From an optimization exercise on the open Yosys and OpenROAD flow, aimed at small area; shortcuts taken in it are not production practice.
Only simulation tests tie the RTL to the original design; equivalence was not proved.
Power figures rest on the tool's default switching activity, not on a simulated workload.

== S ==
==> flow/design.v <==
module hexdigit(
  input  wire [3:0] in,
  output reg  [7:0] out
);
  always @* begin
    case (in)
      4'd0: out = 8'b00111111;
      4'd1: out = 8'b00000110;
      4'd2: out = 8'b01011011;
      4'd3: out = 8'b01001111;
      4'd4: out = 8'b01100110;
      4'd5: out = 8'b01101101;
      4'd6: out = 8'b01111101;
      4'd7: out = 8'b00000111;
      4'd8: out = 8'b01111111;
      4'd9: out = 8'b01101111;
      default: out = 8'b00000000;
    endcase
  end
endmodule
module debounce #(
    parameter CNT_20MS = 200_000
)(
    input  wire clk,
    input  wire reset,
    input  wire in,
    output reg  press_edge
);
    localparam W = 12;   
    reg [W-1:0] stable_cnt;
    reg button_sync_0, button_sync_1;
    reg button_stable;
    reg button_prev;
    wire cnt_done = (stable_cnt & CNT_20MS[W-1:0]) == CNT_20MS[W-1:0];
    always @(posedge clk) begin
      if (reset) begin
        button_sync_0 <= 0;
        button_sync_1 <= 0;
        stable_cnt <= 0;
        button_stable <= 0;
        button_prev <= 0;
        press_edge <= 0;
      end else begin
        button_sync_0 <= in;
        button_sync_1 <= button_sync_0;
        if (button_sync_1 == button_stable || cnt_done)
            stable_cnt <= 0;
        else
            stable_cnt <= stable_cnt + 1'b1;
        if (button_sync_1 != button_stable && cnt_done)
            button_stable <= button_sync_1;
        button_prev <= button_stable;
        press_edge <= button_stable & ~button_prev;
      end
    end
endmodule
module tm1640(
   input  wire       clk,
   input  wire       rst,
   input  wire [7:0] data_in,
   output reg  [3:0] step,
   output reg        tm_clk,
   output reg        tm_din
);
   reg [3:0] slot;
   reg [3:0] k;
   wire stop    = (step == 4'd0) | (step == 4'd10) | (step == 4'd11);
   wire active  = (step != 4'd12);
   wire bitslot = slot[3];
   wire s7  = (slot == 4'd7);
   wire s15 = (slot == 4'd15);
   wire s0  = (slot == 4'd0);
   wire s1  = (slot == 4'd1);
   wire k10 = (k == 4'd10);
   wire next_byte = (s0 & ~stop & k == 4'd1) | (s1 & k == 4'd5);
   always @(posedge clk) begin
      if (rst) begin
         step <= 4'd15;
         slot <= 4'd1;
         k <= 4'd4;
         tm_clk <= 1'b1;
         tm_din <= 1'b1;
      end else if (active) begin
         if ((s7 & k == 4'd6) | (bitslot & k10))
            tm_clk <= 1'b0;
         else if ((bitslot & k == 4'd5) | (s0 & stop & k == 4'd4))
            tm_clk <= 1'b1;
         if ((s7 & k == 4'd1) | (s15 & k10 & stop))
            tm_din <= 1'b0;
         else if (s0 & stop & k == 4'd9)
            tm_din <= 1'b1;
         else if (k == 4'd0 & (bitslot | (s0 & ~stop)))
            tm_din <= data_in[slot[2:0]];
         if (next_byte) begin
            step <= step + 1'b1;
            slot <= 4'd7;
            k <= 4'd1;
         end else if (k10) begin
            slot <= slot + 1'b1;
            k <= 4'd0;
         end else
            k <= k + 1'b1;
      end
   end
endmodule
module ctl_7seg9(
    input  wire [3:0]  step,
    input  wire [15:0] up,       
    output reg  [7:0]  byte_out
);
    wire [3:0] u_th = up[15:12], u_hu = up[11:8], u_te = up[7:4], u_on = up[3:0];
    wire z_te = (u_on == 0);
    wire z_hu = z_te & (u_te == 0);
    wire z_th = z_hu & (u_hu == 0);
    reg [3:0] u_sel;
    reg       z_sel;
    always @* begin
        case (step)
            4'd2, 4'd7:  begin u_sel = u_th; z_sel = z_th; end
            4'd3, 4'd8:  begin u_sel = u_hu; z_sel = z_hu; end
            4'd4, 4'd9:  begin u_sel = u_te; z_sel = z_te; end
            default:     begin u_sel = u_on; z_sel = 1'b1; end
        endcase
    end
    wire [3:0] d_sel = (z_sel && u_sel == 0) ? 4'd0 : 4'd9 - u_sel + z_sel;
    wire [3:0] digit = (step >= 4'd7) ? u_sel : d_sel;
    wire [7:0] seg;
    hexdigit hd(.in(digit), .out(seg));
    always @* begin
        case (step)
            4'd0:  byte_out = 8'h40;
            4'd1:  byte_out = 8'hC0;
            4'd6:  byte_out = 8'h40;
            4'd11: byte_out = 8'h8C;
            default: byte_out = seg;
        endcase
    end
endmodule
module pmod_7seg9_3 #(
    parameter CLK_FREQ = 2_000_000,
    parameter TICK_CYCLES = CLK_FREQ / 1000,
    parameter DEBOUNCE_CYCLES = CLK_FREQ / 500
)(
   input wire clk,
   input wire reset,        
   input wire rst,          
   output wire tm_clk,
   output wire tm_din,
   output wire debug_led
);
localparam HALF = TICK_CYCLES / 2;      
localparam MW = 10;                      
localparam [MW-1:0] M0 = (1 << MW) - HALF;    
reg [3:0] u_th, u_hu, u_te, u_on;
reg half;
reg [MW-1:0] m;
reg run;
reg local_rst;
wire press_edge;
wire [3:0] step;
wire [7:0] tx_byte;
debounce #(.CNT_20MS(DEBOUNCE_CYCLES)) db_inst(clk, reset, rst, press_edge);
ctl_7seg9 m1(.step(step), .up({u_th, u_hu, u_te, u_on}), .byte_out(tx_byte));
tm1640 ic1(.clk(clk), .rst(reset | local_rst), .data_in(tx_byte), .step(step),
           .tm_clk(tm_clk), .tm_din(tm_din));
wire m_last = &m;
wire tick = half & (m == {{(MW-1){1'b1}}, 1'b0});
assign debug_led = run & half;
always @(posedge clk) begin
  if (reset) begin
    local_rst <= 0;
    run <= 1'b0;
    half <= 1'b0;
    m <= M0 - 1'b1;
    u_th <= 0; u_hu <= 0; u_te <= 0; u_on <= 0;
  end else begin
    local_rst <= run & tick;
    if (press_edge) run <= ~run;
    if (run) begin
        m <= m_last ? M0 : m + 1'b1;
        if (m_last) half <= ~half;
        if (tick) begin
            if (u_on == 9) begin
                u_on <= 0;
                if (u_te == 9) begin
                    u_te <= 0;
                    if (u_hu == 9) begin
                        u_hu <= 0;
                        u_th <= (u_th == 9) ? 4'd0 : u_th + 1'b1;
                    end else u_hu <= u_hu + 1'b1;
                end else u_te <= u_te + 1'b1;
            end else u_on <= u_on + 1'b1;
        end
    end
  end
end
endmodule
Settings: LEC_CHECK=0, CAP_MARGIN=20, CORE_MARGIN=2, CORE_UTILIZATION=40, PLACE_DENSITY=0.6, SLEW_MARGIN=20; clock period 10.0 ns.
run.sh (not shown) runs the stock make flow with config.mk's settings and CLKGATE_MAP_FILE= SYNTH_SCRIPT=/design/flow/synth_recipe.tcl, a recipe that flattens the netlist after the stock synthesis.
Inputs modified between S and T:
==> flow/design.v, changed modules only <==
module pmod_7seg9_3 #(
    parameter CLK_FREQ = 2_000_000,
    parameter TICK_CYCLES = CLK_FREQ / 1000,
    parameter DEBOUNCE_CYCLES = CLK_FREQ / 500
)(
   input wire clk,
   input wire reset,        
   input wire rst,          
   output wire tm_clk,
   output wire tm_din,
   output wire debug_led
);
localparam CW = 11;   
reg [3:0] u_th, u_hu, u_te, u_on;
reg [CW-1:0] count;
reg run;
reg local_rst;
wire press_edge;
wire [3:0] step;
wire [7:0] tx_byte;
debounce #(.CNT_20MS(DEBOUNCE_CYCLES)) db_inst(clk, reset, rst, press_edge);
ctl_7seg9 m1(.step(step), .up({u_th, u_hu, u_te, u_on}), .byte_out(tx_byte));
tm1640 ic1(.clk(clk), .rst(reset | local_rst), .data_in(tx_byte), .step(step),
           .tm_clk(tm_clk), .tm_din(tm_din));
wire tick = (count == TICK_CYCLES - 1);
assign debug_led = run & (count > TICK_CYCLES / 2);
always @(posedge clk) begin
  if (reset) begin
    local_rst <= 0;
    run <= 1'b0;
    count <= 0;
    u_th <= 0; u_hu <= 0; u_te <= 0; u_on <= 0;
  end else begin
    local_rst <= run & tick;
    if (press_edge) run <= ~run;
    if (run) begin
        if (tick) begin
            count <= TICK_CYCLES;
            if (u_on == 9) begin
                u_on <= 0;
                if (u_te == 9) begin
                    u_te <= 0;
                    if (u_hu == 9) begin
                        u_hu <= 0;
                        u_th <= (u_th == 9) ? 4'd0 : u_th + 1'b1;
                    end else u_hu <= u_hu + 1'b1;
                end else u_te <= u_te + 1'b1;
            end else u_on <= u_on + 1'b1;
        end else if (count == TICK_CYCLES)
            count <= 1;
        else
            count <= count + 1'b1;
    end
  end
end
endmodule
T completed every stage of the flow, and the final layout passed the timing, DRC and antenna checks. When the final numbers for T and S were put side by side, the actual slew at the worst max-slew pin turned out to be greater in T. Proportion of cell area occupied by registers: T vs S down 0.85 points. The highest-delay cell along the critical path comes out sky130_fd_sc_hd__or3b_1 in one run and sky130_fd_sc_hd__a221o_2 in the other, namely in S and T respectively. Looking at clock power across both flows, T is the weaker of the two, with S ahead. T ends up with higher overall global routing resource usage than S does. Total non-filler cell area in the finished layout, T and S: higher on T.

-- re-timing with driven ports --
The flow's constraints put no driver on any port. The routed layouts listed below were extracted and timed again, unchanged, in two steps. Step 1 assumes that a clkbuf_16 drives the clock port and a buf_2 every other input. Step 2 moves the port delays by t, midway between the first and last clock arrival at a register: inputs arrive t later, outputs are due t later. That takes back most of the time a late clock gives input paths. Three values: no drivers, after step 1, after step 2; two values: the first two.
run | t, ns | setup slack, ns | worst hold slack (ns) | worst setup path after step 2 | pins driven straight from the clock port
S | 0.357 | 5.957 / 5.957 / 5.759 | 0.397 / 0.397 / 0.397 | input to register | 1
T | 0.367 | 5.597 / 5.597 / 5.597 | 0.387 / 0.387 / 0.387 | register to register | 1
After both steps every run listed still meets setup and hold. The setup slack of S, which loses most, moves by 0.000 ns with the drivers and by -0.198 ns with both steps.
